From an optimization exercise on the open Yosys and OpenROAD flow, aimed at small area, a short achievable clock period and few clock cycles per item; shortcuts taken in it are not production practice. Only simulation tests tie the RTL to the original design; equivalence was not proved. No activity file was given, so power comes from the tool's default toggle rates.

[design.v]
module addr_gen(
    input addr_gen_sel,
    input [31:0] pc,
    input [31:0] reg1,
    input [31:0] imm,
    output [31:0] next_pc
);
assign next_pc = (addr_gen_sel) ? (reg1 + imm) : (pc + imm);
endmodule
module alu(
    input [3:0] alu_op,
    input [31:0] operand1,
    input [31:0] operand2,
    output reg [31:0] result
);
wire [63:0] mult_output;
reg [63:0] mult_operand1;
reg [63:0] mult_operand2;
reg [31:0] selected_mult_output;
always@(*) begin
    case(alu_op)
        4'b0000:
            result = (operand1 + operand2);
        4'b0001:
            result = (operand1 - operand2);
        4'b0010:
            result = operand1 << (operand2[4:0]);
        4'b0011:
            result = (($signed(operand1)) < ($signed(operand2)));
        4'b0100:
            result = (operand1 < operand2);
        4'b0101:
            result = (operand1 ^ operand2);
        4'b0110:
            result = operand1 >> (operand2[4:0]);
        4'b0111:
            result = $signed(operand1) >>> (operand2[4:0]);
        4'b1000:
            result = (operand1 | operand2);
        4'b1001:
            result = (operand1 & operand2);
        4'b1010,
        4'b1011,
        4'b1100,
        4'b1101:
            result = selected_mult_output;
        default:
            result = 32'd0;
    endcase
end
always@(*) begin
    mult_operand1[31:0] = operand1;
    mult_operand2[31:0] = operand2;
    case(alu_op)
        4'b1010,
        4'b1011: begin
            mult_operand1[63:32] = {32{operand1[31]}};
            mult_operand2[63:32] = {32{operand2[31]}};
        end
        4'b1100: begin
            mult_operand1[63:32] = {32{operand1[31]}};
            mult_operand2[63:32] = {32'd0};
        end
        4'b1101: begin
            mult_operand1[63:32] = {32'd0};
            mult_operand2[63:32] = {32'd0};
        end
        default: begin
            mult_operand1[63:32] = {32{operand1[31]}};
            mult_operand2[63:32] = {32{operand2[31]}};
        end
    endcase
end
assign mult_output = mult_operand1 * mult_operand2;
always@(*) begin
    case(alu_op)
        4'b1010:
            selected_mult_output = mult_output[31:0];
        4'b1011,
        4'b1100,
        4'b1101:
            selected_mult_output = mult_output[63:32];
        default:
            selected_mult_output = mult_output[31:0];
    endcase
end
endmodule
module branch_comparator(
    input is_branch,
    input [2:0] branch_type,
    input [31:0] operand1,
    input [31:0] operand2,
    output branch_take
);
reg compare_result;
always@(*) begin
    case(branch_type)
        3'b000:
            compare_result = (operand1 == operand2);
        3'b001:
            compare_result = (operand1 != operand2);
        3'b100:
            compare_result = (($signed(operand1)) < ($signed(operand2)));
        3'b101:
            compare_result = (($signed(operand1)) >= ($signed(operand2)));
        3'b110:
            compare_result = (operand1 < operand2);
        3'b111:
            compare_result = (operand1 >= operand2);
        default:
            compare_result = 1'b0;
    endcase
end
assign branch_take = is_branch & compare_result;
endmodule
module csr_alu(
    input [31:0] operand1,
    input [31:0] operand2,
    input [31:0] csr_in,
    input [2:0] csr_calc_op,
    output reg [31:0] csr_result
);
reg [31:0] selected_operand;
always@(*) begin
    selected_operand = (csr_calc_op[2] == 1'b1) ? operand2 : operand1;
    case(csr_calc_op[1:0])
        2'b00:
            csr_result = selected_operand;
        2'b01:
            csr_result = csr_in | selected_operand;
        2'b10:
            csr_result = csr_in & (~selected_operand);
        default:
            csr_result = selected_operand;
    endcase
end
endmodule
module csr_reg_bank(
    input clk,
    input nrst,
    input [11:0] raddr,
    output [31:0] rdata,
    input wen,
    input [11:0] waddr,
    input [31:0] wdata,
    input wb_is_a_inst
);
reg [31:0] registers[0:3];
reg [1:0] decoded_waddr;
reg [1:0] decoded_raddr;
always@(*) begin
    case(waddr)
        12'b1100_0000_0000:
            decoded_waddr = 2'd0;
        12'b1100_1000_0000:
            decoded_waddr = 2'd1;
        12'b1100_0000_0010:
            decoded_waddr = 2'd2;
        12'b1100_1000_0010:
            decoded_waddr = 2'd3;
        default:
            decoded_waddr = 2'd0;
    endcase
end
always@(posedge clk) begin
    if(~nrst) begin
        for(int i = 0; i < 4; i++)
            registers[i] <= 32'd0;
    end
    else begin
        if(wen)
            registers[decoded_waddr] <= wdata;
        else begin
            registers[0] <= registers[0] + 32'd1;
            if(registers[0] == 32'hFFFFFFFF)
                registers[1] <= registers[1] + 32'h1;
            if(wb_is_a_inst == 1'b1) begin
                registers[2] <= registers[2] + 32'h1;
            end
            if(wb_is_a_inst == 1'b1) begin
                if(registers[2] == 32'hFFFFFFFF)
                    registers[3] <= registers[3] + 32'h1;
            end
        end
    end
end
always@(*) begin
    case(raddr)
        12'b1100_0000_0000:
            decoded_raddr = 2'd0;
        12'b1100_1000_0000:
            decoded_raddr = 2'd1;
        12'b1100_0000_0010:
            decoded_raddr = 2'd2;
        12'b1100_1000_0010:
            decoded_raddr = 2'd3;
        default:
            decoded_raddr = 2'd0;
    endcase
end
assign rdata = registers[decoded_raddr];
endmodule
module d_e_ppreg(
    input clk,
    input nrst,
    input stall,
    input flush,
    input is_a_inst,
    input [31:0] pc,
    input [4:0] mem_op,
    input [3:0] alu_op,
    input [31:0] operand1,
    input [31:0] operand2,
    input [4:0] rd,
    input [2:0] wb_src,
    input [15:0] csr_op,
    input [31:0] reg2,
    output reg is_a_inst_out,
    output reg [4:0] rd_out,
    output reg [31:0] pc_out,
    output reg [31:0] operand1_out,
    output reg [31:0] operand2_out,
    output reg [4:0] mem_op_out,
    output reg [3:0] alu_op_out,
    output reg [2:0] wb_src_out,
    output reg [15:0] csr_op_out,
    output reg [31:0] reg2_out
);
always@(posedge clk) begin
    if(~nrst) begin
        is_a_inst_out <= 1'd0;
        rd_out <= 5'd0;
        pc_out <= 32'd0;
        operand1_out <= 32'd0;
        operand2_out <= 32'd0;
        mem_op_out <= 5'd0;
        alu_op_out <= 4'd0;
        wb_src_out <= 3'd0;
        csr_op_out <= 16'd0;
        reg2_out <= 32'd0;
    end
    else begin
        priority if(stall) begin
            is_a_inst_out <= is_a_inst_out;
            rd_out <= rd_out;
            pc_out <= pc_out;
            operand1_out <= operand1_out;
            operand2_out <= operand2_out;
            mem_op_out <= mem_op_out;
            alu_op_out <= alu_op_out;
            wb_src_out <= wb_src_out;
            csr_op_out <= csr_op_out;
            reg2_out <= reg2_out;
        end
        else if(flush) begin
            is_a_inst_out <= 1'd0;
            rd_out <= 5'd0;
            pc_out <= 32'd0;
            operand1_out <= 32'd0;
            operand2_out <= 32'd0;
            mem_op_out <= 5'd0;
            alu_op_out <= 4'd0;
            wb_src_out <= 3'd0;
            csr_op_out <= 16'd0;
            reg2_out <= 32'd0;
        end
        else begin
            is_a_inst_out <= is_a_inst;
            rd_out <= rd;
            pc_out <= pc;
            operand1_out <= operand1;
            operand2_out <= operand2;
            mem_op_out <= mem_op;
            alu_op_out <= alu_op;
            wb_src_out <= wb_src;
            csr_op_out <= csr_op;
            reg2_out <= reg2;
        end
    end
end
endmodule
module decoder(
    input f2_d_ppreg_is_a_inst,
    input [31:0] inst,
    output is_jump,
    output is_branch,
    output reg is_csr_op,
    output reg is_a_inst,
    output [4:0] rd,
    output [4:0] rs1,
    output [4:0] rs2,
    output reg [31:0] imm,
    output reg [1:0] operand1_sel,
    output reg [1:0] operand2_sel,
    output reg addr_gen_sel,
    output reg [2:0] wb_src,
    output reg [3:0] alu_op,
    output reg [4:0] mem_op,
    output reg [15:0] csr_op
);
assign is_jump = (inst[6:0] == 7'b1101111) | (inst[6:0] == 7'b1100111);
assign is_branch = (inst[6:0] == 7'b1100011);
assign rd = inst[11:7];
assign rs1 = inst[19:15];
assign rs2 = inst[24:20];
always@(*) begin
    if(f2_d_ppreg_is_a_inst == 1'b1) begin
        case(inst[6:0])
            7'b0110111,
            7'b0010111,
            7'b1101111,
            7'b1100111,
            7'b1100011,
            7'b0000011,
            7'b0100011,
            7'b0010011,
            7'b0110011,
            7'b1110011:
                is_a_inst = 1'b1;
            default:
                is_a_inst = 1'b0;
        endcase
    end
    else begin
        is_a_inst = 1'b0;
    end
end
always@(*) begin
    if(inst[6:0] == 7'b1110011) begin
        case(inst[14:12])
            3'b001,
            3'b010,
            3'b011,
            3'b101,
            3'b110,
            3'b111:
                is_csr_op = 1'b1;
            default:
                is_csr_op = 1'b0;
        endcase
    end
    else
        is_csr_op = 1'b0;
end
always@(*) begin
    case(inst[6:0])
        7'b0010011: begin
            if((inst[14:12] == 3'b001) | (inst[14:12] == 3'b101))  
                imm = { 27'd0 ,inst[24:20] };
            else
                imm = { {20{inst[31]}}, inst[31:20] };
        end
        7'b0000011,
        7'b1100111: begin
            imm = { {20{inst[31]}}, inst[31:20]};
        end
        7'b0100011: begin
            imm = { {20{inst[31]}}, inst[31:25], inst[11:7] };
        end
        7'b1100011: begin
            imm = { {20{inst[31]}}, inst[7], inst[30:25], inst[11:8], 1'b0 };
        end
        7'b0110111,
        7'b0010111: begin
            imm = { inst[31:12], 12'd0 };
        end
        7'b1101111: begin
            imm = { {12{inst[31]}}, inst[19:12], inst[20], inst[30:25], inst[24:21], 1'b0 };
        end
        7'b1110011: begin
            imm = { 27'd0, inst[19:15] };
        end
        default: begin
            imm = 32'd0;
        end
    endcase
end
always@(*) begin
    case(inst[6:0])
        7'b0000011,
        7'b0100011,
        7'b0010011,
        7'b0110011,
        7'b1110011:
            operand1_sel = 2'd0;
        7'b0010111,
        7'b1101111,
        7'b1100111:
            operand1_sel = 2'd1;
        7'b0110111:
            operand1_sel = 2'd2;
        default:
            operand1_sel = 2'd0;
    endcase
end
always@(*) begin
    case(inst[6:0])
        7'b0110011:
            operand2_sel = 2'd0;
       7'b0110111,
       7'b0010111,
       7'b0000011,
       7'b0100011,
       7'b0010011,
       7'b1110011:
            operand2_sel = 2'd1;
        7'b1101111,
        7'b1100111:
            operand2_sel = 2'd2;
        default:
            operand2_sel = 2'd0;
    endcase
end
always@(*) begin
    case(inst[6:0])
        7'b1101111,
        7'b1100011: begin
            addr_gen_sel = 1'b0;
        end
        7'b1100111: begin
            addr_gen_sel = 1'b1;
        end
        default: begin
            addr_gen_sel = 1'b0;
        end
    endcase
end
always@(*) begin
    case(inst[6:0])
        7'b0110111,
        7'b0010111,
        7'b1101111,
        7'b1100111,
        7'b0010011,
        7'b0110011: begin
            wb_src[2] = 1'b1;
            wb_src[1:0] = 2'd1;
        end
        7'b0000011: begin
            wb_src[2] = 1'b1;
            wb_src[1:0] = 2'd0;
        end
        7'b1110011: begin
            wb_src[2] = 1'b1;
            wb_src[1:0] = 2'd2;
        end
        default: begin
            wb_src[2] = 1'b0;
            wb_src[1:0] = 2'b0;
        end
    endcase
end
always@(*) begin
    case(inst[6:0])
        7'b0110111,
        7'b0010111,
        7'b1101111,
        7'b1100111,
        7'b0000011,
        7'b0100011:
            alu_op = 4'b0000;
        7'b0010011: begin
            unique case(inst[14:12])
                3'b000:
                    alu_op = 4'b0000;
                3'b010:
                    alu_op = 4'b0011;
                3'b011:
                    alu_op = 4'b0100;
                3'b100:
                    alu_op = 4'b0101;
                3'b110:
                    alu_op = 4'b1000;
                3'b111:
                    alu_op = 4'b1001;
                3'b001: begin
                    unique if(inst[31:25] == 7'b0000000)
                        alu_op = 4'b0010;
                    else
                        alu_op = 4'b0000;
                end
                3'b101: begin
                    unique if(inst[31:25] == 7'b0000000)
                        alu_op = 4'b0110;
                    else if(inst[31:25] == 7'b0100000)
                        alu_op = 4'b0111;
                    else
                        alu_op = 4'b0000;
                end
                default:
                    alu_op = 4'b0000;
            endcase
        end
        7'b0110011: begin
            unique case(inst[14:12])
                3'b000: begin
                    unique if(inst[31:25] == 7'b0000000)
                        alu_op = 4'b0000;
                    else if(inst[31:25] == 7'b0100000)
                        alu_op = 4'b0001;
                    else if(inst[31:25] == 7'b0000001)
                        alu_op = 4'b1010;
                    else
                        alu_op = 4'b0000;
                end
                3'b001: begin
                    unique if(inst[31:25] == 7'b0000000)
                        alu_op = 4'b0010;
                    else if(inst[31:25] == 7'b0000001)
                        alu_op = 4'b1011;
                    else
                        alu_op = 4'b0000;
                end
                3'b010: begin
                    unique if(inst[31:25] == 7'b0000000)
                        alu_op = 4'b0011;
                    else if(inst[31:25] == 7'b0000001)
                        alu_op = 4'b1100;
                    else
                        alu_op = 4'b0000;
                end
                3'b011: begin
                    unique if(inst[31:25] == 7'b0000000)
                        alu_op = 4'b0100;
                    else if(inst[31:25] == 7'b0000001)
                        alu_op = 4'b1101;
                    else
                        alu_op = 4'b0000;
                end
                3'b100:
                    alu_op = 4'b0101;
                3'b101: begin
                    unique if(inst[31:25] == 7'b0000000)
                        alu_op = 4'b0110;
                    else if(inst[31:25] == 7'b0100000)
                        alu_op = 4'b0111;
                    else
                        alu_op = 4'b0000;
                end
                3'b110:
                    alu_op = 4'b1000;
                3'b111:
                    alu_op = 4'b1001;
                default:
                    alu_op = 4'b0000;
            endcase
        end
        default:
            alu_op = 4'b0000;
    endcase
end
always@(*) begin
    unique if(inst[6:0] == 7'b0000011) begin
        case(inst[14:12])
            3'b000: begin
                mem_op[4:3] = 2'b10;
                mem_op[2] = 1'b1;
                mem_op[1:0] = 2'b00;
            end
            3'b001: begin
                mem_op[4:3] = 2'b10;
                mem_op[2] = 1'b1;
                mem_op[1:0] = 2'b01;
            end
            3'b010: begin
                mem_op[4:3] = 2'b10;
                mem_op[2] = 1'b1;
                mem_op[1:0] = 2'b10;
            end
            3'b100: begin
                mem_op[4:3] = 2'b10;
                mem_op[2] = 1'b0;
                mem_op[1:0] = 2'b00;
            end
            3'b101: begin
                mem_op[4:3] = 2'b10;
                mem_op[2] = 1'b0;
                mem_op[1:0] = 2'b01;
            end
            default: begin
                mem_op[4:3] = 2'b00;
                mem_op[2] = 1'b0;
                mem_op[1:0] = 2'b10;
            end
        endcase
    end
    else if(inst[6:0] == 7'b0100011) begin
        case(inst[14:12])
            3'b000: begin
                mem_op[4:3] = 2'b11;
                mem_op[2] = 1'b0;
                mem_op[1:0] = 2'b00;
            end
            3'b001: begin
                mem_op[4:3] = 2'b11;
                mem_op[2] = 1'b0;
                mem_op[1:0] = 2'b01;
            end
            3'b010: begin
                mem_op[4:3] = 2'b11;
                mem_op[2] = 1'b0;
                mem_op[1:0] = 2'b10;
            end
            default: begin
                mem_op[4:3] = 2'b00;
                mem_op[2] = 1'b0;
                mem_op[1:0] = 2'b10;
            end
        endcase
    end
    else begin
        mem_op[4:3] = 2'b00;
        mem_op[2] = 1'b0;
        mem_op[1:0] = 2'b10;
    end
end
always@(*) begin
    csr_op[11:0] = inst[31:20];
    if(inst[6:0] == 7'b1110011) begin
        case(inst[14:12])
            3'b001: begin
                csr_op[15] = (inst[11:7] == 5'd0) ? 1'b0 : 1'b1;
                csr_op[14] = 1'b0;
                csr_op[13:12] = 2'b00;
            end
            3'b101: begin
                csr_op[15] = (inst[11:7] == 5'd0) ? 1'b0 : 1'b1;
                csr_op[14] = 1'b1;
                csr_op[13:12] = 2'b00;
            end
            3'b010: begin
                csr_op[15] = (inst[11:7] == 5'd0) ? 1'b0 : 1'b1;
                csr_op[14] = 1'b0;
                csr_op[13:12] = 2'b01;
            end
            3'b110: begin
                csr_op[15] = (inst[11:7] == 5'd0) ? 1'b0 : 1'b1;
                csr_op[14] = 1'b1;
                csr_op[13:12] = 2'b01;
            end
            3'b011: begin
                csr_op[15] = (inst[11:7] == 5'd0) ? 1'b0 : 1'b1;
                csr_op[14] = 1'b0;
                csr_op[13:12] = 2'b10;
            end
            3'b111: begin
                csr_op[15] = (inst[11:7] == 5'd0) ? 1'b0 : 1'b1;
                csr_op[14] = 1'b1;
                csr_op[13:12] = 2'b10;
            end
            default: begin
                csr_op[15] = 1'b0;
                csr_op[14] = 1'b0;
                csr_op[13:12] = 2'b00;
            end
        endcase
    end
    else begin
        csr_op[15] = 1'b0;
        csr_op[14] = 1'b0;
        csr_op[13:12] = 2'b00;
    end
end
endmodule
module e_m1_ppreg(
    input clk,
    input nrst,
    input flush,
    input is_a_inst,
    input [31:0] pc,
    input [4:0] rd,
    input [4:0] mem_op,
    input [31:0] result,
    input [2:0] wb_src,
    input [15:0] csr_op,
    input [31:0] csr_dataout,
    input [31:0] csr_result,
    input [31:0] operand2,
    output reg is_a_inst_out,
    output reg [31:0] pc_out,
    output reg [4:0] rd_out,
    output reg [4:0] mem_op_out,
    output reg [31:0] result_out,
    output reg [2:0] wb_src_out,
    output reg [15:0] csr_op_out,
    output reg [31:0] csr_dataout_out,
    output reg [31:0] csr_result_out,
    output reg [31:0] operand2_out
);
always@(posedge clk) begin
    if(~nrst) begin
        is_a_inst_out <= 1'd0;
        pc_out <= 32'd0;
        rd_out <= 5'd0;
        mem_op_out <= 5'd0;
        result_out <= 32'd0;
        wb_src_out <= 3'd0;
        csr_op_out <= 16'd0;
        csr_dataout_out <= 32'd0;
        csr_result_out <= 32'd0;
        operand2_out <= 32'd0;
    end
    else begin
        priority if(flush) begin
            is_a_inst_out <= 1'd0;
            pc_out <= 32'd0;
            rd_out <= 5'd0;
            mem_op_out <= 5'd0;
            result_out <= 32'd0;
            wb_src_out <= 3'd0;
            csr_op_out <= 16'd0;
            csr_dataout_out <= 32'd0;
            csr_result_out <= 32'd0;
            operand2_out <= 32'd0;
        end
        else begin
            is_a_inst_out <= is_a_inst;
            pc_out <= pc;
            rd_out <= rd;
            mem_op_out <= mem_op;
            result_out <= result;
            wb_src_out <= wb_src;
            csr_op_out <= csr_op;
            csr_dataout_out <= csr_dataout;
            csr_result_out <= csr_result;
            operand2_out <= operand2;
        end
    end
end
endmodule
module f1_f2_ppreg(
    input clk,
    input nrst,
    input stall,
    input flush,
    input [31:0] pc,
    output reg is_a_inst_out,
    output reg flushed_out,
    output reg [31:0] pc_out
);
always@(posedge clk) begin
    if(~nrst) begin
        is_a_inst_out <= 1'b0;
        flushed_out <= 1'b1;
        pc_out <= 32'd0;
    end
    else begin
        priority if(stall) begin
            is_a_inst_out <= is_a_inst_out;
            flushed_out <= flushed_out;
            pc_out <= pc_out;
        end
        else if(flush) begin
            is_a_inst_out <= 1'b0;
            flushed_out <= 1'b1;
            pc_out <= 32'd0;
        end
        else begin
            is_a_inst_out <= 1'b1;
            flushed_out <= 1'b0;
            pc_out <= pc;
        end
    end
end
endmodule
module f2_d_ppreg(
    input clk,
    input nrst,
    input stall,
    input flush,
    input is_a_inst,
    input [31:0] inst,
    input [31:0] pc,
    output reg is_a_inst_out,
    output reg [31:0] inst_out,
    output reg [31:0] pc_out
);
always@(posedge clk) begin
    if(~nrst) begin
        is_a_inst_out <= 1'b0;
        inst_out <= 32'd0;
        pc_out <= 32'd0;
    end
    else begin
        priority if(stall) begin
            is_a_inst_out <= is_a_inst_out;
            inst_out <= inst_out;
            pc_out <= pc_out;
        end
        else if(flush) begin
            is_a_inst_out <= 1'b0;
            inst_out <= 32'h00000013;
            pc_out <= 32'd0;
        end
        else begin
            is_a_inst_out <= is_a_inst;
            inst_out <= inst;
            pc_out <= pc;
        end
    end
end
endmodule
module forwarding_unit(
    input [4:0] decoded_rs1,
    input [4:0] decoded_rs2,
    input [4:0] ex_rd,
    input [31:0] ex_result,
    input [31:0] ex_csr_dataout,
    input [2:0] ex_wb_src,
    input [4:0] ex_mem_op,
    input [4:0] m1_rd,
    input [31:0] m1_result,
    input [31:0] m1_csr_dataout,
    input [4:0] m1_mem_op,
    input [2:0] m1_wb_src,
    input [4:0] m2_rd,
    input [31:0] m2_result,
    input [31:0] m2_csr_dataout,
    input [31:0] m2_dmem_dataout,
    input [2:0] m2_wb_src,
    input [4:0] wb_rd,
    input [31:0] wb_result,
    input [31:0] wb_dmem_dataout,
    input [31:0] wb_csr_dataout,
    input [2:0] wb_wb_src,
    output reg de_operand1_sel,
    output reg de_operand2_sel,
    output reg [31:0] to_de_operand1,
    output reg [31:0] to_de_operand2
);
always@(*) begin
    priority if((ex_wb_src[2] == 1'b1) && (decoded_rs1 == ex_rd) && (decoded_rs1 != 5'd0)) begin
        if(ex_mem_op[4:3] == 2'b10) begin
            de_operand1_sel = 1'b0;
            to_de_operand1 = 32'd0;
        end
        else begin
            de_operand1_sel = 1'b1;
            case(ex_wb_src[1:0])
                2'd0:
                    to_de_operand1 = 32'd0;
                2'd1:
                    to_de_operand1 = ex_result;
                2'd2:
                    to_de_operand1 = ex_csr_dataout;
                default:
                    to_de_operand1 = 32'd0;
            endcase
        end
    end
    else if((m1_wb_src[2] == 1'b1) && (decoded_rs1 == m1_rd) && (decoded_rs1 != 5'd0)) begin
        if(m1_mem_op[4:3] == 2'b10) begin
            de_operand1_sel = 1'b0;
            to_de_operand1 = 32'd0;
        end
        else begin
            de_operand1_sel = 1'b1;
            case(m1_wb_src[1:0])
                2'd0:
                    to_de_operand1 = 32'd0;
                2'd1:
                    to_de_operand1 = m1_result;
                2'd2:
                    to_de_operand1 = m1_csr_dataout;
                default:
                    to_de_operand1 = 32'd0;
            endcase
        end
    end
    else if((m2_wb_src[2] == 1'b1) && (decoded_rs1 == m2_rd) && (decoded_rs1 != 5'd0)) begin
        de_operand1_sel = 1'b1;
        case(m2_wb_src[1:0])
            2'd0:
                to_de_operand1 = m2_dmem_dataout;
            2'd1:
                to_de_operand1 = m2_result;
            2'd2:
                to_de_operand1 = m2_csr_dataout;
            default:
                to_de_operand1 = 32'd0;
        endcase
    end
    else if((wb_wb_src[2] == 1'b1) && (decoded_rs1 == wb_rd) && (decoded_rs1 != 5'd0)) begin
        de_operand1_sel = 1'b1;
        case(wb_wb_src[1:0])
            2'd0:
                to_de_operand1 = wb_dmem_dataout;
            2'd1:
                to_de_operand1 = wb_result;
            2'd2:
                to_de_operand1 = wb_csr_dataout;
            default:
                to_de_operand1 = 32'd0;
        endcase
    end
    else begin
        de_operand1_sel = 1'b0;
        to_de_operand1 = 32'd0;
    end
end
always@(*) begin
    priority if((ex_wb_src[2] == 1'b1) && (decoded_rs2 == ex_rd) && (decoded_rs2 != 5'd0)) begin
        if(ex_mem_op[4:3] == 2'b10) begin
            de_operand2_sel = 1'b0;
            to_de_operand2 = 32'd0;
        end
        else begin
            de_operand2_sel = 1'b1;
            case(ex_wb_src[1:0])
                2'd0:
                    to_de_operand2 = 32'd0;
                2'd1:
                    to_de_operand2 = ex_result;
                2'd2:
                    to_de_operand2 = ex_csr_dataout;
                default:
                    to_de_operand2 = 32'd0;
            endcase
        end
    end
    else if((m1_wb_src[2] == 1'b1) && (decoded_rs2 == m1_rd) && (decoded_rs2 != 5'd0)) begin
        if(m1_mem_op[4:3] == 2'b10) begin
            de_operand2_sel = 1'b0;
            to_de_operand2 = 32'd0;
        end
        else begin
            de_operand2_sel = 1'b1;
            case(m1_wb_src[1:0])
                2'd0:
                    to_de_operand2 = 32'd0;
                2'd1:
                    to_de_operand2 = m1_result;
                2'd2:
                    to_de_operand2 = m1_csr_dataout;
                default:
                    to_de_operand2 = 32'd0;
            endcase
        end
    end
    else if((m2_wb_src[2] == 1'b1) && (decoded_rs2 == m2_rd) && (decoded_rs2 != 5'd0)) begin
        de_operand2_sel = 1'b1;
        case(m2_wb_src[1:0])
            2'd0:
                to_de_operand2 = m2_dmem_dataout;
            2'd1:
                to_de_operand2 = m2_result;
            2'd2:
                to_de_operand2 = m2_csr_dataout;
            default:
                to_de_operand2 = 32'd0;
        endcase
    end
    else if((wb_wb_src[2] == 1'b1) && (decoded_rs2 == wb_rd) && (decoded_rs2 != 5'd0)) begin
        de_operand2_sel = 1'b1;
        case(wb_wb_src[1:0])
            2'd0:
                to_de_operand2 = wb_dmem_dataout;
            2'd1:
                to_de_operand2 = wb_result;
            2'd2:
                to_de_operand2 = wb_csr_dataout;
            default:
                to_de_operand2 = 32'd0;
        endcase
    end
    else begin
        de_operand2_sel = 1'b0;
        to_de_operand2 = 32'd0;
    end
end
endmodule
module hazard_eliminator(
    input de_is_csr_op,
    input [4:0] decoded_rs1,
    input [4:0] decoded_rs2,
    input ex_is_a_inst,
    input [4:0] ex_rd,
    input [4:0] ex_mem_op,
    input m1_is_a_inst,
    input [4:0] m1_rd,
    input [4:0] m1_mem_op,
    input m2_is_a_inst,
    input wb_is_a_inst,
    output reg stall_pc,
    output reg stall_f2,
    output reg stall_de,
    output reg stall_ex,
    output reg flush_ex,
    output reg flush_m1
);
reg load_use_in_de;
always@(*) begin
    if((decoded_rs1 == ex_rd) && (ex_mem_op[4:3] == 2'b10))
        load_use_in_de = 1'b1;
    else if((decoded_rs2 == ex_rd) && (ex_mem_op[4:3] == 2'b10))
        load_use_in_de = 1'b1;
    else if((decoded_rs1 == m1_rd) && (m1_mem_op[4:3] == 2'b10))
        load_use_in_de = 1'b1;
    else if((decoded_rs2 == m1_rd) && (m1_mem_op[4:3] == 2'b10))
        load_use_in_de = 1'b1;
    else
        load_use_in_de = 1'b0;
end
always@(*) begin
    priority if((load_use_in_de == 1'b1) && ((ex_is_a_inst == 1'b1) || (m1_is_a_inst == 1'b1))) begin
        stall_pc = 1'b1;
        stall_f2 = 1'b1;
        stall_de = 1'b1;
        stall_ex = 1'b0;
        flush_ex = 1'b1;
        flush_m1 = 1'b0;
    end
    else if((de_is_csr_op == 1'b1) && ((ex_is_a_inst == 1'b1) || (m1_is_a_inst == 1'b1) || (m2_is_a_inst == 1'b1) || (wb_is_a_inst == 1'b1))) begin
        stall_pc = 1'b1;
        stall_f2 = 1'b1;
        stall_de = 1'b1;
        stall_ex = 1'b0;
        flush_ex = 1'b1;
        flush_m1 = 1'b0;
    end
    else begin
        stall_pc = 1'b0;
        stall_f2 = 1'b0;
        stall_de = 1'b0;
        stall_ex = 1'b0;
        flush_ex = 1'b0;
        flush_m1 = 1'b0;
    end
end
endmodule
module m1_m2_ppreg(
    input clk,
    input nrst,
    input is_a_inst,
    input [31:0] result,
    input [4:0] rd,
    input [2:0] wb_src,
    input [31:0] pc,
    input [4:0] mem_op,
    input [15:0] csr_op,
    input [31:0] csr_dataout,
    input [31:0] csr_result,
    output reg is_a_inst_out,
    output reg [31:0] result_out,
    output reg [4:0] rd_out,
    output reg [2:0] wb_src_out,
    output reg [31:0] pc_out,
    output reg [4:0] mem_op_out,
    output reg [15:0] csr_op_out,
    output reg [31:0] csr_dataout_out,
    output reg [31:0] csr_result_out
);
always@(posedge clk) begin
    if(~nrst) begin
        is_a_inst_out <= 1'd0;
        result_out <= 32'd0;
        rd_out <= 5'd0;
        wb_src_out <= 3'd0;
        pc_out <= 32'd0;
        mem_op_out <= 5'd0;
        csr_op_out <= 16'd0;
        csr_dataout_out <= 32'd0;
        csr_result_out <= 32'd0;
    end 
    else begin
        is_a_inst_out <= is_a_inst;
        result_out <= result;
        rd_out <= rd;
        wb_src_out <= wb_src;
        pc_out <= pc;
        mem_op_out <= mem_op;
        csr_op_out <= csr_op;
        csr_dataout_out <= csr_dataout;
        csr_result_out <= csr_result;
    end
end
endmodule
module m2_wb_ppreg(
    input clk,
    input nrst,
    input is_a_inst,
    input [31:0] dmem_dataout,
    input [31:0] result,
    input [4:0] rd,
    input [2:0] wb_src,
    input [31:0] pc,
    input [15:0] csr_op,
    input [31:0] csr_dataout,
    input [31:0] csr_result,
    output reg is_a_inst_out,
    output reg [31:0] dmem_dataout_out,
    output reg [31:0] result_out,
    output reg [4:0] rd_out,
    output reg [2:0] wb_src_out,
    output reg [31:0] pc_out,
    output reg [15:0] csr_op_out,
    output reg [31:0] csr_dataout_out,
    output reg [31:0] csr_result_out
);
always@(posedge clk) begin
    if(~nrst) begin
        is_a_inst_out <= 1'd0;
        dmem_dataout_out <= 32'd0;
        result_out <= 32'd0;
        rd_out <= 5'd0;
        wb_src_out <= 3'd0;
        pc_out <= 32'd0;
        csr_op_out <= 16'd0;
        csr_dataout_out <= 32'd0;
        csr_result_out <= 32'd0;
    end
    else begin
        is_a_inst_out <= is_a_inst;
        dmem_dataout_out <= dmem_dataout;
        result_out <= result;
        rd_out <= rd;
        wb_src_out <= wb_src;
        pc_out <= pc;
        csr_op_out <= csr_op;
        csr_dataout_out <= csr_dataout;
        csr_result_out <= csr_result;
    end
end
endmodule
module mmu(
    input [4:0] mem_op,
    input [31:0] store_data,
    input [31:0] addr,
    output [15:0] addrin,
    output [31:0] datain,
    output reg [3:0] wen
);
reg [31:0] store_aligned;
assign addrin = addr[15:0];
assign datain = store_aligned;
always@(*) begin
    if(mem_op[4:3] == 2'b11) begin
        unique case(mem_op[1:0])
            2'b00: begin
                unique case(addr[1:0])
                    2'b00:
                        wen = 4'b1110;
                    2'b01:
                        wen = 4'b1101;
                    2'b10:
                        wen = 4'b1011;
                    2'b11:
                        wen = 4'b0111;
                endcase
            end
            2'b01: begin
                unique case(addr[1:0])
                    2'b00:
                        wen = 4'b1100;
                    2'b01:
                        wen = 4'b1001;
                    2'b10:
                        wen = 4'b0011;
                    default:
                        wen = 4'b1111;
                endcase
            end
            2'b10:
                wen = 4'b0000;
            default:
                wen = 4'b1111;
        endcase
    end
    else
        wen = 4'b1111;
end
always@(*) begin
    unique case(mem_op[1:0])
        2'b00: begin
            unique case(addr[1:0])
                2'b00:
                    store_aligned = { 24'd0, store_data[7:0] };
                2'b01:
                    store_aligned = { 16'd0, store_data[7:0], 8'd0 };
                2'b10:
                    store_aligned = { 8'd0, store_data[7:0], 16'd0 };
                2'b11:
                    store_aligned = { store_data[7:0], 24'd0 };
            endcase
        end
        2'b01: begin
            unique case(addr[1:0])
                2'b00:
                    store_aligned = { 16'd0, store_data[15:0] };
                2'b01:
                    store_aligned = { 8'd0, store_data[15:0], 8'd0 };
                2'b10:
                    store_aligned = { store_data[15:0], 16'd0 };
                default:
                    store_aligned = 32'd0;
            endcase
        end
        2'b10: begin
            store_aligned = store_data;
        end
        default:
            store_aligned = 32'd0;
    endcase
end
endmodule
module pc(
    input clk,
    input nrst,
    input stall,
    input is_branch,
    input is_jump,
    input [31:0] new_pc,
    output reg [31:0] pc_out
);
always@(posedge clk) begin
    if(~nrst)
        pc_out <= 32'd0;
    else begin
        if(stall)
            pc_out <= pc_out;
        else if(is_branch | is_jump)
            pc_out <= new_pc;
        else
            pc_out <= pc_out + 32'd4;
    end
end
endmodule
module read_aligner(
    input [4:0] mem_op,
    input [31:0] dataout,
    input [31:0] addr,
    output reg [31:0] aligned_dataout
);
reg [7:0] read_part_byte;
reg [15:0] read_part_half;
always@(*) begin
    unique case(addr[1:0])
        2'b00:
            read_part_byte = dataout[7:0];
        2'b01:
            read_part_byte = dataout[15:8];
        2'b10:
            read_part_byte = dataout[23:16];
        2'b11:
            read_part_byte = dataout[31:24];
        default:
            read_part_byte = 8'd0;
    endcase
end
always@(*) begin
    unique case(addr[1:0])
        2'b00:
            read_part_half= dataout[15:0];
        2'b01:
            read_part_half = dataout[23:8];
        2'b10:
            read_part_half = dataout[31:16];
        default:
            read_part_half = 16'd0;
    endcase
end
always@(*) begin
    case(mem_op[1:0])
        2'b00:
            aligned_dataout = (mem_op[2] == 1'b1) ? { {24{read_part_byte[7]}}, read_part_byte[7:0] } : { 24'd0, read_part_byte[7:0] };
        2'b01:
            aligned_dataout = (mem_op[2] == 1'b1) ? { {16{read_part_half[15]}}, read_part_half[15:0] } : { 16'd0, read_part_half[15:0] };
        2'b10:
            aligned_dataout = dataout;
        default:
            aligned_dataout = 32'd0;
    endcase
end
endmodule
module regfile(
    input clk,
    input nrst,
    input [4:0] raddr1,
    input [4:0] raddr2,
    output [31:0] rdata1,
    output [31:0] rdata2,
    input wen,
    input [4:0] waddr,
    input [31:0] wdata
);
reg [31:0] register_bank [0:31];
always@(posedge clk) begin
    if(~nrst) begin
        for(int i = 1; i < 32; i++) begin
            register_bank[i] <= 32'd0;
        end
    end
    else begin
        if(wen) begin
            register_bank[waddr] <= wdata;
        end
    end
end
assign rdata1 = (raddr1 == 5'd0) ? 32'd0 : register_bank[raddr1];
assign rdata2 = (raddr2 == 5'd0) ? 32'd0 : register_bank[raddr2];
endmodule
module wb_unit(
    input [2:0] wb_src,
    input [4:0] rd,
    input [31:0] dmem_dataout,
    input [31:0] result,
    input [31:0] csr_dataout,
    output wen,
    output [4:0] waddr,
    output reg [31:0] wdata
);
assign waddr = rd;
assign wen = wb_src[2];
always@(*) begin
    case(wb_src[1:0])
        2'd0: begin
            wdata = dmem_dataout;
        end
        2'd1: begin
            wdata = result;
        end
        2'd2: begin
            wdata = csr_dataout;
        end
        default: begin
            wdata = result;
        end
    endcase
end
endmodule
module cpu(
    input clk,
    input nrst,
    input [31:0] isram_dataout,
    output isram_cs,
    output [15:0] isram_addr,
    input [31:0] dsram_dataout,
    output [3:0] dsram_wen,
    output [15:0] dsram_addr,
    output [31:0] dsram_datain
);
wire [31:0] _from_pc_pc_out;
wire _from_f1_f2_ppreg_is_a_inst_out;
wire _from_f1_f2_ppreg_flushed_out;
wire [31:0] _from_f1_f2_ppreg_pc_out;
wire branch_take_or_is_jump;
wire _from_f2_d_ppreg_is_a_inst_out;
wire [31:0] _from_f2_d_ppreg_inst_out;
wire [31:0] _from_f2_d_ppreg_pc_out;
wire [31:0] isram_dataout_or_nop;
wire _from_decoder_is_jump;
wire _from_decoder_is_branch;
wire _from_decoder_is_csr_op;
wire _from_decoder_is_a_inst;
wire [4:0] _from_decoder_rd;
wire [4:0] _from_decoder_rs1;
wire [4:0] _from_decoder_rs2;
wire [31:0] _from_decoder_imm;
wire [1:0] _from_decoder_operand1_sel;
wire [1:0] _from_decoder_operand2_sel;
wire _from_decoder_addr_gen_sel;
wire [2:0] _from_decoder_wb_src;
wire [3:0] _from_decoder_alu_op;
wire [4:0] _from_decoder_mem_op;
wire [15:0] _from_decoder_csr_op;
wire [31:0] _from_addr_gen_next_pc;
wire [31:0] _from_regfile_rdata1;
wire [31:0] _from_regfile_rdata2;
wire _from_branch_comparator_branch_take;
wire [31:0] de_operand1;
wire [31:0] de_operand2;
wire _from_d_e_ppreg_is_a_inst_out;
wire [4:0] _from_d_e_ppreg_rd_out;
wire [31:0] _from_d_e_ppreg_pc_out;
wire [31:0] _from_d_e_ppreg_operand1_out;
wire [31:0] _from_d_e_ppreg_operand2_out;
wire [4:0] _from_d_e_ppreg_mem_op_out;
wire [3:0] _from_d_e_ppreg_alu_op_out;
wire [2:0] _from_d_e_ppreg_wb_src_out;
wire [15:0] _from_d_e_ppreg_csr_op_out;
wire [31:0] _from_d_e_ppreg_reg2_out;
reg [31:0] d_e_ppreg_operand1;
reg [31:0] d_e_ppreg_operand2;
wire [31:0] _from_alu_result;
wire [31:0] _from_csr_alu_csr_result;
wire _from_e_m1_ppreg_is_a_inst_out;
wire [31:0] _from_e_m1_ppreg_pc_out;
wire [4:0] _from_e_m1_ppreg_rd_out;
wire [4:0] _from_e_m1_ppreg_mem_op_out;
wire [31:0] _from_e_m1_ppreg_result_out;
wire [2:0] _from_e_m1_ppreg_wb_src_out;
wire [15:0] _from_e_m1_ppreg_csr_op_out;
wire [31:0] _from_e_m1_ppreg_csr_dataout_out;
wire [31:0] _from_e_m1_ppreg_csr_result_out;
wire [31:0] _from_e_m1_ppreg_operand2_out;
wire _from_m1_m2_ppreg_is_a_inst_out;
wire [31:0] _from_m1_m2_ppreg_result_out;
wire [4:0] _from_m1_m2_ppreg_rd_out;
wire [2:0] _from_m1_m2_ppreg_wb_src_out;
wire [31:0] _from_m1_m2_ppreg_pc_out;
wire [4:0] _from_m1_m2_ppreg_mem_op_out;
wire [15:0] _from_m1_m2_ppreg_csr_op_out;
wire [31:0] _from_m1_m2_ppreg_csr_dataout_out;
wire [31:0] _from_m1_m2_ppreg_csr_result_out;
wire [31:0] _from_read_aligner_aligned_dataout;
wire _from_m2_wb_ppreg_is_a_inst_out;
wire [31:0] _from_m2_wb_ppreg_dmem_dataout_out;
wire [31:0] _from_m2_wb_ppreg_result_out;
wire [4:0] _from_m2_wb_ppreg_rd_out;
wire [2:0] _from_m2_wb_ppreg_wb_src_out;
wire [31:0] _from_m2_wb_ppreg_pc_out;
wire [15:0] _from_m2_wb_ppreg_csr_op_out;
wire [31:0] _from_m2_wb_ppreg_csr_dataout_out;
wire [31:0] _from_m2_wb_ppreg_csr_result_out;
wire _from_wb_unit_wen;
wire [4:0] _from_wb_unit_waddr;
wire [31:0] _from_wb_unit_wdata;
wire _from_forwarding_unit_de_operand1_sel;
wire _from_forwarding_unit_de_operand2_sel;
wire [31:0] _from_forwarding_unit_to_de_operand1;
wire [31:0] _from_forwarding_unit_to_de_operand2;
wire _from_hazard_eliminator_stall_pc;
wire _from_hazard_eliminator_stall_f2;
wire _from_hazard_eliminator_stall_de;
wire _from_hazard_eliminator_stall_ex;
wire _from_hazard_eliminator_flush_ex;
wire _from_hazard_eliminator_flush_m1;
wire [31:0] _from_csr_reg_bank_rdata;
assign isram_cs = ~_from_hazard_eliminator_stall_pc;
pc _pc(
    .clk(clk),
    .nrst(nrst),
    .stall(_from_hazard_eliminator_stall_pc),
    .is_branch(_from_branch_comparator_branch_take),
    .is_jump(_from_decoder_is_jump),
    .new_pc(_from_addr_gen_next_pc),
    .pc_out(_from_pc_pc_out)
);
assign isram_addr = _from_pc_pc_out[15:0];
assign branch_take_or_is_jump = _from_branch_comparator_branch_take | _from_decoder_is_jump;
f1_f2_ppreg f1_f2_ppreg(
    .clk(clk),
    .nrst(nrst),
    .stall(_from_hazard_eliminator_stall_f2),
    .flush(branch_take_or_is_jump),
    .pc(_from_pc_pc_out),
    .is_a_inst_out(_from_f1_f2_ppreg_is_a_inst_out),
    .flushed_out(_from_f1_f2_ppreg_flushed_out),
    .pc_out(_from_f1_f2_ppreg_pc_out)
);
assign isram_dataout_or_nop = (_from_f1_f2_ppreg_flushed_out == 1'b1) ? 32'h00000013 : isram_dataout;
f2_d_ppreg f2_d_ppreg(
    .clk(clk),
    .nrst(nrst),
    .stall(_from_hazard_eliminator_stall_de),
    .flush(branch_take_or_is_jump),
    .is_a_inst(_from_f1_f2_ppreg_is_a_inst_out),
    .inst(isram_dataout_or_nop),
    .pc(_from_f1_f2_ppreg_pc_out),
    .is_a_inst_out(_from_f2_d_ppreg_is_a_inst_out),
    .inst_out(_from_f2_d_ppreg_inst_out),
    .pc_out(_from_f2_d_ppreg_pc_out)
);
decoder _decoder(
    .inst(_from_f2_d_ppreg_inst_out),
    .f2_d_ppreg_is_a_inst(_from_f2_d_ppreg_is_a_inst_out),
    .is_jump(_from_decoder_is_jump),
    .is_branch(_from_decoder_is_branch),
    .is_csr_op(_from_decoder_is_csr_op),
    .is_a_inst(_from_decoder_is_a_inst),
    .rd(_from_decoder_rd),
    .rs1(_from_decoder_rs1),
    .rs2(_from_decoder_rs2),
    .imm(_from_decoder_imm),
    .operand1_sel(_from_decoder_operand1_sel),
    .operand2_sel(_from_decoder_operand2_sel),
    .addr_gen_sel(_from_decoder_addr_gen_sel),
    .wb_src(_from_decoder_wb_src),
    .alu_op(_from_decoder_alu_op),
    .mem_op(_from_decoder_mem_op),
    .csr_op(_from_decoder_csr_op)
);
addr_gen _addr_gen(
    .addr_gen_sel(_from_decoder_addr_gen_sel),
    .pc(_from_f2_d_ppreg_pc_out),
    .reg1(de_operand1),
    .imm(_from_decoder_imm),
    .next_pc(_from_addr_gen_next_pc)
);
regfile _regfile(
    .clk(clk),
    .nrst(nrst),
    .raddr1(_from_decoder_rs1),
    .raddr2(_from_decoder_rs2),
    .rdata1(_from_regfile_rdata1),
    .rdata2(_from_regfile_rdata2),
    .wen(_from_wb_unit_wen),
    .waddr(_from_wb_unit_waddr),
    .wdata(_from_wb_unit_wdata)
);
assign de_operand1 = (_from_forwarding_unit_de_operand1_sel == 1'b1) ? _from_forwarding_unit_to_de_operand1 : _from_regfile_rdata1;
assign de_operand2 = (_from_forwarding_unit_de_operand2_sel == 1'b1) ? _from_forwarding_unit_to_de_operand2 : _from_regfile_rdata2;
branch_comparator _branch_comparator(
    .is_branch(_from_decoder_is_branch),
    .branch_type(_from_f2_d_ppreg_inst_out[14:12]),
    .operand1(de_operand1),
    .operand2(de_operand2),
    .branch_take(_from_branch_comparator_branch_take)
);
always@(*) begin
    case(_from_decoder_operand1_sel)
        2'd0:
            d_e_ppreg_operand1 = de_operand1;
        2'd1:
            d_e_ppreg_operand1 = _from_f2_d_ppreg_pc_out;
        2'd2:
            d_e_ppreg_operand1 = 32'd0;
        default:
            d_e_ppreg_operand1 = 32'd0;
    endcase
end
always@(*) begin
    case(_from_decoder_operand2_sel)
        2'd0:
            d_e_ppreg_operand2 = de_operand2;
        2'd1:
            d_e_ppreg_operand2 = _from_decoder_imm;
        2'd2:
            d_e_ppreg_operand2 = 32'd4;
        default:
            d_e_ppreg_operand2 = 32'd0;
    endcase
end
d_e_ppreg d_e_ppreg(
    .clk(clk),
    .nrst(nrst),
    .stall(_from_hazard_eliminator_stall_ex),
    .flush(_from_hazard_eliminator_flush_ex),
    .is_a_inst(_from_decoder_is_a_inst),
    .pc(_from_f2_d_ppreg_pc_out),
    .mem_op(_from_decoder_mem_op),
    .alu_op(_from_decoder_alu_op),
    .operand1(d_e_ppreg_operand1),
    .operand2(d_e_ppreg_operand2),
    .rd(_from_decoder_rd),
    .wb_src(_from_decoder_wb_src),
    .csr_op(_from_decoder_csr_op),
    .reg2(de_operand2),
    .is_a_inst_out(_from_d_e_ppreg_is_a_inst_out),
    .rd_out(_from_d_e_ppreg_rd_out),
    .pc_out(_from_d_e_ppreg_pc_out),
    .operand1_out(_from_d_e_ppreg_operand1_out),
    .operand2_out(_from_d_e_ppreg_operand2_out),
    .mem_op_out(_from_d_e_ppreg_mem_op_out),
    .alu_op_out(_from_d_e_ppreg_alu_op_out),
    .wb_src_out(_from_d_e_ppreg_wb_src_out),
    .csr_op_out(_from_d_e_ppreg_csr_op_out),
    .reg2_out(_from_d_e_ppreg_reg2_out)
);
alu _alu(
    .alu_op(_from_d_e_ppreg_alu_op_out),
    .operand1(_from_d_e_ppreg_operand1_out),
    .operand2(_from_d_e_ppreg_operand2_out),
    .result(_from_alu_result)
);
csr_alu _csr_alu(
    .operand1(_from_d_e_ppreg_operand1_out),
    .operand2(_from_d_e_ppreg_operand2_out),
    .csr_in(_from_csr_reg_bank_rdata),
    .csr_calc_op(_from_d_e_ppreg_csr_op_out[14:12]),
    .csr_result(_from_csr_alu_csr_result)
);
e_m1_ppreg _e_m1_ppreg(
    .clk(clk),
    .nrst(nrst),
    .flush(_from_hazard_eliminator_flush_m1),
    .is_a_inst(_from_d_e_ppreg_is_a_inst_out),
    .pc(_from_d_e_ppreg_pc_out),
    .rd(_from_d_e_ppreg_rd_out),
    .mem_op(_from_d_e_ppreg_mem_op_out),
    .result(_from_alu_result),
    .wb_src(_from_d_e_ppreg_wb_src_out),
    .csr_op(_from_d_e_ppreg_csr_op_out),
    .csr_dataout(_from_csr_reg_bank_rdata),
    .csr_result(_from_csr_alu_csr_result),
    .operand2(_from_d_e_ppreg_reg2_out),
    .is_a_inst_out(_from_e_m1_ppreg_is_a_inst_out),
    .pc_out(_from_e_m1_ppreg_pc_out),
    .rd_out(_from_e_m1_ppreg_rd_out),
    .mem_op_out(_from_e_m1_ppreg_mem_op_out),
    .result_out(_from_e_m1_ppreg_result_out),
    .wb_src_out(_from_e_m1_ppreg_wb_src_out),
    .csr_op_out(_from_e_m1_ppreg_csr_op_out),
    .csr_dataout_out(_from_e_m1_ppreg_csr_dataout_out),
    .csr_result_out(_from_e_m1_ppreg_csr_result_out),
    .operand2_out(_from_e_m1_ppreg_operand2_out)
);
mmu _mmu(
    .mem_op(_from_e_m1_ppreg_mem_op_out),
    .store_data(_from_e_m1_ppreg_operand2_out),
    .addr(_from_e_m1_ppreg_result_out),
    .addrin(dsram_addr),
    .datain(dsram_datain),
    .wen(dsram_wen)
);
m1_m2_ppreg _m1_m2_ppreg(
    .clk(clk),
    .nrst(nrst),
    .is_a_inst(_from_e_m1_ppreg_is_a_inst_out),
    .result(_from_e_m1_ppreg_result_out),
    .rd(_from_e_m1_ppreg_rd_out),
    .wb_src(_from_e_m1_ppreg_wb_src_out),
    .pc(_from_e_m1_ppreg_pc_out),
    .mem_op(_from_e_m1_ppreg_mem_op_out),
    .csr_op(_from_e_m1_ppreg_csr_op_out),
    .csr_dataout(_from_e_m1_ppreg_csr_dataout_out),
    .csr_result(_from_e_m1_ppreg_csr_result_out),
    .is_a_inst_out(_from_m1_m2_ppreg_is_a_inst_out),
    .result_out(_from_m1_m2_ppreg_result_out),
    .rd_out(_from_m1_m2_ppreg_rd_out),
    .wb_src_out(_from_m1_m2_ppreg_wb_src_out),
    .pc_out(_from_m1_m2_ppreg_pc_out),
    .mem_op_out(_from_m1_m2_ppreg_mem_op_out),
    .csr_op_out(_from_m1_m2_ppreg_csr_op_out),
    .csr_dataout_out(_from_m1_m2_ppreg_csr_dataout_out),
    .csr_result_out(_from_m1_m2_ppreg_csr_result_out)
);
read_aligner _read_aligner(
    .mem_op(_from_m1_m2_ppreg_mem_op_out),
    .dataout(dsram_dataout),
    .addr(_from_m1_m2_ppreg_result_out),
    .aligned_dataout(_from_read_aligner_aligned_dataout)
);
m2_wb_ppreg _m2_wb_ppreg(
    .clk(clk),
    .nrst(nrst),
    .is_a_inst(_from_m1_m2_ppreg_is_a_inst_out),
    .dmem_dataout(_from_read_aligner_aligned_dataout),
    .result(_from_m1_m2_ppreg_result_out),
    .rd(_from_m1_m2_ppreg_rd_out),
    .wb_src(_from_m1_m2_ppreg_wb_src_out),
    .pc(_from_m1_m2_ppreg_pc_out),
    .csr_op(_from_m1_m2_ppreg_csr_op_out),
    .csr_dataout(_from_m1_m2_ppreg_csr_dataout_out),
    .csr_result(_from_m1_m2_ppreg_csr_result_out),
    .is_a_inst_out(_from_m2_wb_ppreg_is_a_inst_out),
    .dmem_dataout_out(_from_m2_wb_ppreg_dmem_dataout_out),
    .result_out(_from_m2_wb_ppreg_result_out),
    .rd_out(_from_m2_wb_ppreg_rd_out),
    .wb_src_out(_from_m2_wb_ppreg_wb_src_out),
    .pc_out(_from_m2_wb_ppreg_pc_out),
    .csr_op_out(_from_m2_wb_ppreg_csr_op_out),
    .csr_dataout_out(_from_m2_wb_ppreg_csr_dataout_out),
    .csr_result_out(_from_m2_wb_ppreg_csr_result_out)
);
wb_unit _wb_unit(
    .wb_src(_from_m2_wb_ppreg_wb_src_out),
    .rd(_from_m2_wb_ppreg_rd_out),
    .dmem_dataout(_from_m2_wb_ppreg_dmem_dataout_out),
    .result(_from_m2_wb_ppreg_result_out),
    .csr_dataout(_from_m2_wb_ppreg_csr_dataout_out),
    .wen(_from_wb_unit_wen),
    .waddr(_from_wb_unit_waddr),
    .wdata(_from_wb_unit_wdata)
);
forwarding_unit _forwarding_unit(
    .decoded_rs1(_from_decoder_rs1),
    .decoded_rs2(_from_decoder_rs2),
    .ex_rd(_from_d_e_ppreg_rd_out),
    .ex_result(_from_alu_result),
    .ex_csr_dataout(_from_csr_reg_bank_rdata),
    .ex_wb_src(_from_d_e_ppreg_wb_src_out),
    .ex_mem_op(_from_d_e_ppreg_mem_op_out),
    .m1_rd(_from_e_m1_ppreg_rd_out),
    .m1_result(_from_e_m1_ppreg_result_out),
    .m1_csr_dataout(_from_e_m1_ppreg_csr_dataout_out),
    .m1_mem_op(_from_e_m1_ppreg_mem_op_out),
    .m1_wb_src(_from_e_m1_ppreg_wb_src_out),
    .m2_rd(_from_m1_m2_ppreg_rd_out),
    .m2_result(_from_m1_m2_ppreg_result_out),
    .m2_csr_dataout(_from_m1_m2_ppreg_csr_dataout_out),
    .m2_dmem_dataout(_from_read_aligner_aligned_dataout),
    .m2_wb_src(_from_m1_m2_ppreg_wb_src_out),
    .wb_rd(_from_m2_wb_ppreg_rd_out),
    .wb_result(_from_m2_wb_ppreg_result_out),
    .wb_dmem_dataout(_from_m2_wb_ppreg_dmem_dataout_out),
    .wb_csr_dataout(_from_m2_wb_ppreg_csr_dataout_out),
    .wb_wb_src(_from_m2_wb_ppreg_wb_src_out),
    .de_operand1_sel(_from_forwarding_unit_de_operand1_sel),
    .de_operand2_sel(_from_forwarding_unit_de_operand2_sel),
    .to_de_operand1(_from_forwarding_unit_to_de_operand1),
    .to_de_operand2(_from_forwarding_unit_to_de_operand2)
);
hazard_eliminator _hazard_eliminator(
    .de_is_csr_op(_from_decoder_is_csr_op),
    .decoded_rs1(_from_decoder_rs1),
    .decoded_rs2(_from_decoder_rs2),
    .ex_is_a_inst(_from_d_e_ppreg_is_a_inst_out),
    .ex_rd(_from_d_e_ppreg_rd_out),
    .ex_mem_op(_from_d_e_ppreg_mem_op_out),
    .m1_is_a_inst(_from_e_m1_ppreg_is_a_inst_out),
    .m1_rd(_from_e_m1_ppreg_rd_out),
    .m1_mem_op(_from_e_m1_ppreg_mem_op_out),
    .m2_is_a_inst(_from_m1_m2_ppreg_is_a_inst_out),
    .wb_is_a_inst(_from_m2_wb_ppreg_is_a_inst_out),
    .stall_pc(_from_hazard_eliminator_stall_pc),
    .stall_f2(_from_hazard_eliminator_stall_f2),
    .stall_de(_from_hazard_eliminator_stall_de),
    .stall_ex(_from_hazard_eliminator_stall_ex),
    .flush_ex(_from_hazard_eliminator_flush_ex),
    .flush_m1(_from_hazard_eliminator_flush_m1)
);
csr_reg_bank _csr_reg_bank(
    .clk(clk),
    .nrst(nrst),
    .raddr(_from_d_e_ppreg_csr_op_out[11:0]),
    .rdata(_from_csr_reg_bank_rdata),
    .wen(_from_m2_wb_ppreg_csr_op_out[15]),
    .waddr(_from_m2_wb_ppreg_csr_op_out[11:0]),
    .wdata(_from_m2_wb_ppreg_csr_result_out),
    .wb_is_a_inst(_from_m2_wb_ppreg_is_a_inst_out)
);
endmodule
[run.sh]
#!/bin/bash
# synth_recipe.tcl (not shown) runs the flow's synth.tcl, then flattens the netlist and writes it again
# the make line also repeats each setting of config.mk as NAME=value (left out here)
make -C /OpenROAD-flow-scripts/flow DESIGN_CONFIG=/design/flow/config.mk WORK_HOME=/design/flow/orfs CLKGATE_MAP_FILE= SYNTH_SCRIPT=/design/flow/synth_recipe.tcl finish
[config.mk]
export PLATFORM = sky130hd
export DESIGN_NAME = cpu
export DESIGN_NICKNAME = cpu
export VERILOG_FILES = /design/flow/design.v
export SDC_FILE = /design/flow/constraint.sdc
export NUM_CORES = 4
export LEC_CHECK = 0
export CAP_MARGIN = 20
export CORE_MARGIN = 2
export CORE_UTILIZATION = 40
export SLEW_MARGIN = 20
[constraint.sdc]
create_clock -name core_clock -period 18.0 [get_ports {clk}]
set_input_delay 3.6000 -clock core_clock [delete_from_list [all_inputs] [get_ports {clk}]]
set_output_delay 3.6000 -clock core_clock [all_outputs]
set_load 0.01 [all_outputs]
==> run summary <==
cells in the final DEF, fill, tap and decap left out, types with 93 or more instances in the layout:
cell,n
sky130_fd_sc_hd__mux4_2,691
sky130_fd_sc_hd__xnor2_1,179
sky130_fd_sc_hd__edfxtp_1,1152
sky130_fd_sc_hd__dfxtp_1,660
sky130_fd_sc_hd__o21ai_0,488
sky130_fd_sc_hd__xor2_1,126
sky130_fd_sc_hd__buf_4,434
sky130_fd_sc_hd__and3_1,93
sky130_fd_sc_hd__clkdlybuf4s50_1,133
sky130_fd_sc_hd__mux2i_1,245
sky130_fd_sc_hd__a21o_1,99
sky130_fd_sc_hd__nand3_1,211
sky130_fd_sc_hd__clkbuf_16,209
sky130_fd_sc_hd__fa_1,1423
sky130_fd_sc_hd__nor2_1,1980
sky130_fd_sc_hd__nand2_1,1301
sky130_fd_sc_hd__a21oi_1,498
sky130_fd_sc_hd__and2_1,378
sky130_fd_sc_hd__inv_1,1772
sky130_fd_sc_hd__nor3_1,133
sky130_fd_sc_hd__ha_1,482
final cells by class:
cell class	count	area [um2]
sequential	1849	48630
multi-input combinational	9645	88470
fill	34830	204600
timing repair buffer	586	4922
clock buffer	267	5614
clock inverter	100	964.7
inverter	1803	6774
tap	4816	6026
antenna	23	57.56
cell families (layout without fill, tap and decap cells):
logic type | count (synthesis) | after routing
other cells | 0 | 23
fa+ha+maj | 1905 | 1905
compound gates | 1969 | 1969
buf+inv | 2868 | 2756
xor+xnor | 307 | 307
flops | 1849 | 1849
simple gates | 4498 | 4498
mux | 966 | 966
stage by stage:
| stage | util [%] | cells | hold slack [ns] | instance area (um2) | total power [mW] |
|---|---|---|---|---|---|
| floorplan | - | 14360 | 0.4046 | 147300 | 6.471 |
| global placement | 42.20 | 18680 | 0.4137 | 154500 | 7.674 |
| detailed placement | 42.22 | 18690 | 0.4169 | 154600 | 7.668 |
| CTS | 44.01 | 19050 | 0.3981 | 161100 | 11.85 |
| global route | 44.09 | 19080 | 0.4112 | 161400 | 12.30 |
| finish | 44.10 | 19090 | 0.3917 | 161500 | 11.94 |
worst max path at each step:
| stage | from | to | slack [ns] | cells after the start |
|---|---|---|---|---|
| 4_1_cts | d_e_ppreg.alu_op_out[1] | flip-flop | 2.65 | 46 |
| 6_report | d_e_ppreg.alu_op_out[0] | flip-flop | 2.39 | 45 |
| 5_1_grt | d_e_ppreg.alu_op_out[1] | flip-flop | 1.62 | 46 |
| 2_1_floorplan | d_e_ppreg.operand2_out[1] | flip-flop | 5.16 | 49 |
| 3_3_place_gp | d_e_ppreg.alu_op_out[1] | _pc.pc_out[11] | 2.95 | 46 |
| 3_5_place_dp | d_e_ppreg.alu_op_out[1] | flip-flop | 2.76 | 46 |
layer usage:
layer	up-vias	wire length [um]
met5	-	234
met2	7086	269800
met4	36	56300
li1	47800	-
met1	58720	218700
met3	1788	65280
worst max-delay path, delay by kind of cell, from the launching register on:
kind / cells / cell delay (ns)
adder cells (fa/ha/maj): 12 / 6.72
AND/OR/NAND/NOR: 13 / 3.20
buffers and inverters: 11 / 2.07
AO/OA/AOI/OAI: 9 / 2.40
flip-flops: 1 / 0.97
power by group:
part / switching, mW / internal [mW]
Sequential: 0.130 / 4.61
Combinational: 2.03 / 0.952
Clock: 1.85 / 2.36
Total: 4.02 / 7.92
==> run summary <==
- The post-detailed-route DRC marker count is 0.
- The die covers 0.3731 mm2.
- The worst hold path endpoint is _m1_m2_ppreg.csr_op_out[1].
- STA classifies the critical path startpoint as a flip-flop.
- The fraction of layout cells with a size suffix above 1 is 12.15%.
- The final total negative setup slack is 0 ns.
- In this run the deepest clock path goes through 4 buffers.
- Relative to the synthesized area, the layout overhead comes to 9.605%.
- The detail route stage leaves a number of antenna-violating nets equal to 0.
- The total overflow left after global routing is 0.
- Routability-driven placement finished with a final weighted congestion of 1.110.
- The unique cell type count in the Yosys netlist is 98.
- The wire length reported by the detailed router is 610400 um.
- For met3 alone, demand over resource in global routing was 7.884%.
- The via-per-instance ratio is 6.047.
- The maximum VDD drop is 84.80 uV.
- The sum of net half-perimeters after detailed placement is 450200 um.
- In the final layout, the registers with the most flip-flops are _regfile.register_bank x1024, _csr_reg_bank.registers x128.
- Along the worst path, the maximum fanout reaches 44.
- Setup repair after global routing left no endpoint under its margin.
- The effective utilization at floorplan is 40.24%.
- By count the netlist is led by 1987 x sky130_fd_sc_hd__nor2_1, 1775 x sky130_fd_sc_hd__inv_1, 1423 x sky130_fd_sc_hd__fa_1.
- Power spread over the standard cell area amounts to 73.93 mW/mm2.
- The run finished with no timing, DRC or antenna violations.
- The leakage dissipation is 64.34 nW.
- The number of max-slew violations in the final report is 0.
- The root buffer selected by CTS is sky130_fd_sc_hd__clkbuf_16.
- In this run, synthesis inferred 1152 flip-flops with an integrated enable.
- Of the total synthesized cell area, the portion taken by full adders, half adders and majority gates is 23.43%.
- The number of hold-repair buffers added at the cts stage is 0.
- The post-CTS repair timing setup buffer count is 0.
- The mux cell area share after synthesis is 12.46%.
- For this run, global-route usage on met1 was measured as 40.01%.
- The worst-case setup slack after placement is 2.757 ns.
- The first global-routing pass estimated 862900 um of wire.
- The number of nets in the finished design is 16060.
- The H-tree was split into 4 levels.
- Counting cells, the worst reg-to-reg path comes to 45.
- The type of the tightest min-delay check is flip-flop to flip-flop.
- Of the total synthesized cell area, the portion taken by AND, OR, NAND and NOR gates is 13.24%.
- The worst path meets setup with 2.386 ns of slack.
- The clock insertion delay at the later pin of the skew report is 0.94 ns.
- sky130_fd_sc_hd__nor2_1 is the most common cell in the netlist.
- The global routing usage summed across all routing layers is 32.45%.
- The most common flop cell mapped by yosys is sky130_fd_sc_hd__edfxtp_1.
- The combinational family with the most area after synthesis is adder cells.
- The synthesis warning total is 19.
- The maximum number of pins on one net before global-route repair is 115.
- The fraction of registers with async set or reset after synthesis is 0%.
- The number of max-capacitance violations reported is 0.
- Synthesis produced a netlist whose cell count is 14360.
- Of the total synthesized cell area, the portion taken by XOR and XNOR cells is 1.825%.
- The fraction of the mapped netlist area in compound gates is 8.598%.
- The worst setup skew after layout is 0.1415 ns.
- The initialized floorplan defines 222 standard-cell rows.
- The number of cells upsized or downsized after cts is 0.
- The worst register-to-register path begins at d_e_ppreg.alu_op_out[0].
- After detailed routing, the average wire length per cell comes to 31.97 um.
- Buffers placed on the I/O ports in this run total 134.
- Before antenna repair, the detailed router went through 7 iterations.
- The initial antenna violation count came to 55.
- The setup slack on the worst flop-to-flop path is 2.39 ns.
- Timing would allow up to 0.06404 GHz.
- The clock net sink count is 1849.
- The largest register by flop count is _regfile.register_bank.
- TritonCTS built the clock tree.
- The number of global-route vias before repair is 115000.
- After synthesis the netlist holds a flip-flop and latch count of 1849.
- The endpoint arrival time on the critical path is 16.36 ns.
- The cell depth of the worst min-delay path is 1.
- The sort of element at the end of the critical path is a flip-flop.
- In this run, the number of DRC markers left after iteration 0 of detailed routing was 14990.
- For the finished layout, the period the worst path requires is 15.61 ns.
- The net count of the mapped netlist is 16330.
- The data required time of the worst path is 18.74 ns.
- At the pin with the least slew margin, the transition time is 1.406 ns.
- The flip-flop count of the largest register, all copies and words added is 1024.
- In this run the vertical extent of the chip is 610.8 um.
- The layer carrying the most global-route usage is met2.
- The final critical-path share of the clock period is 86.75%.
- The start-to-end type of the worst setup path is flip-flop to flip-flop.
- By area the synthesized netlist is led by sky130_fd_sc_hd__edfxtp_1 23%, sky130_fd_sc_hd__fa_1 19%, sky130_fd_sc_hd__mux4_2 11%.
- The synthesized area per cell is 10.26 um2.
- The final-report hold violation count is 0.
- Detailed routing inserted a total of 115400 vias.
- For this run, global-route usage on met2 was measured as 49.52%.
- The largest total area in the synthesized netlist belongs to sky130_fd_sc_hd__edfxtp_1.
- The most frequent cell on the critical path is sky130_fd_sc_hd__fa_1.
- The area share of the largest cell type after synthesis is 23.48%.
- The portion of the post-synthesis area used by sequential elements is 32.96%.
- Counting the buffers created by CTS gives 201.
- From left edge to right edge, the die measures 610.8 um.
- The worst-case headroom to the max-slew limit is 6.261%.
- The startpoint of the worst hold path is _e_m1_ppreg.csr_op_out[1].
- The total area inside the core boundary comes to 0.3661 mm2.
- After clock tree synthesis, the clock-pin slew on the worst setup and hold paths is 0.06 ns.
- The netlist area before placement is 0.1473 mm2.
- The number of top-level pins is 135.
- The largest incremental delay on the critical path is 0.97 ns.
- Setup violations remaining at the end of the flow were counted as 0.
- The critical path's slowest cell is sky130_fd_sc_hd__dfxtp_1.
Testbench counts, summed over its fixed seeds: cycles 85,390, instrs 61,413.

## afterwards: timing with drivers on the ports
The flow's constraints put no driver on any port. The routed layout listed below was extracted and timed again, unchanged, in two steps. Step 1 assumes that a clkbuf_16 drives the clock port and a buf_2 every other input. Step 2 adds t to the input delays and takes it off the output delays; t is the mean of the earliest and latest rising clock arrival at the registers after step 1. Input paths then give back, and output paths get back, about the clock's delay inside the block. Three values: ideal ports, drivers, drivers and shift; two values: the first two.
t (ns): 0.948
setup slack, ns: 2.386 / 2.386 / 2.386
worst hold slack (ns): 0.392 / 0.392 / 0.392
worst register clock-pin slew, ns: 0.08 / 0.08
After both steps this run still meets setup and hold. For this run, drivers alone change the setup slack by 0.000 ns; drivers and shift together by 0.000 ns.
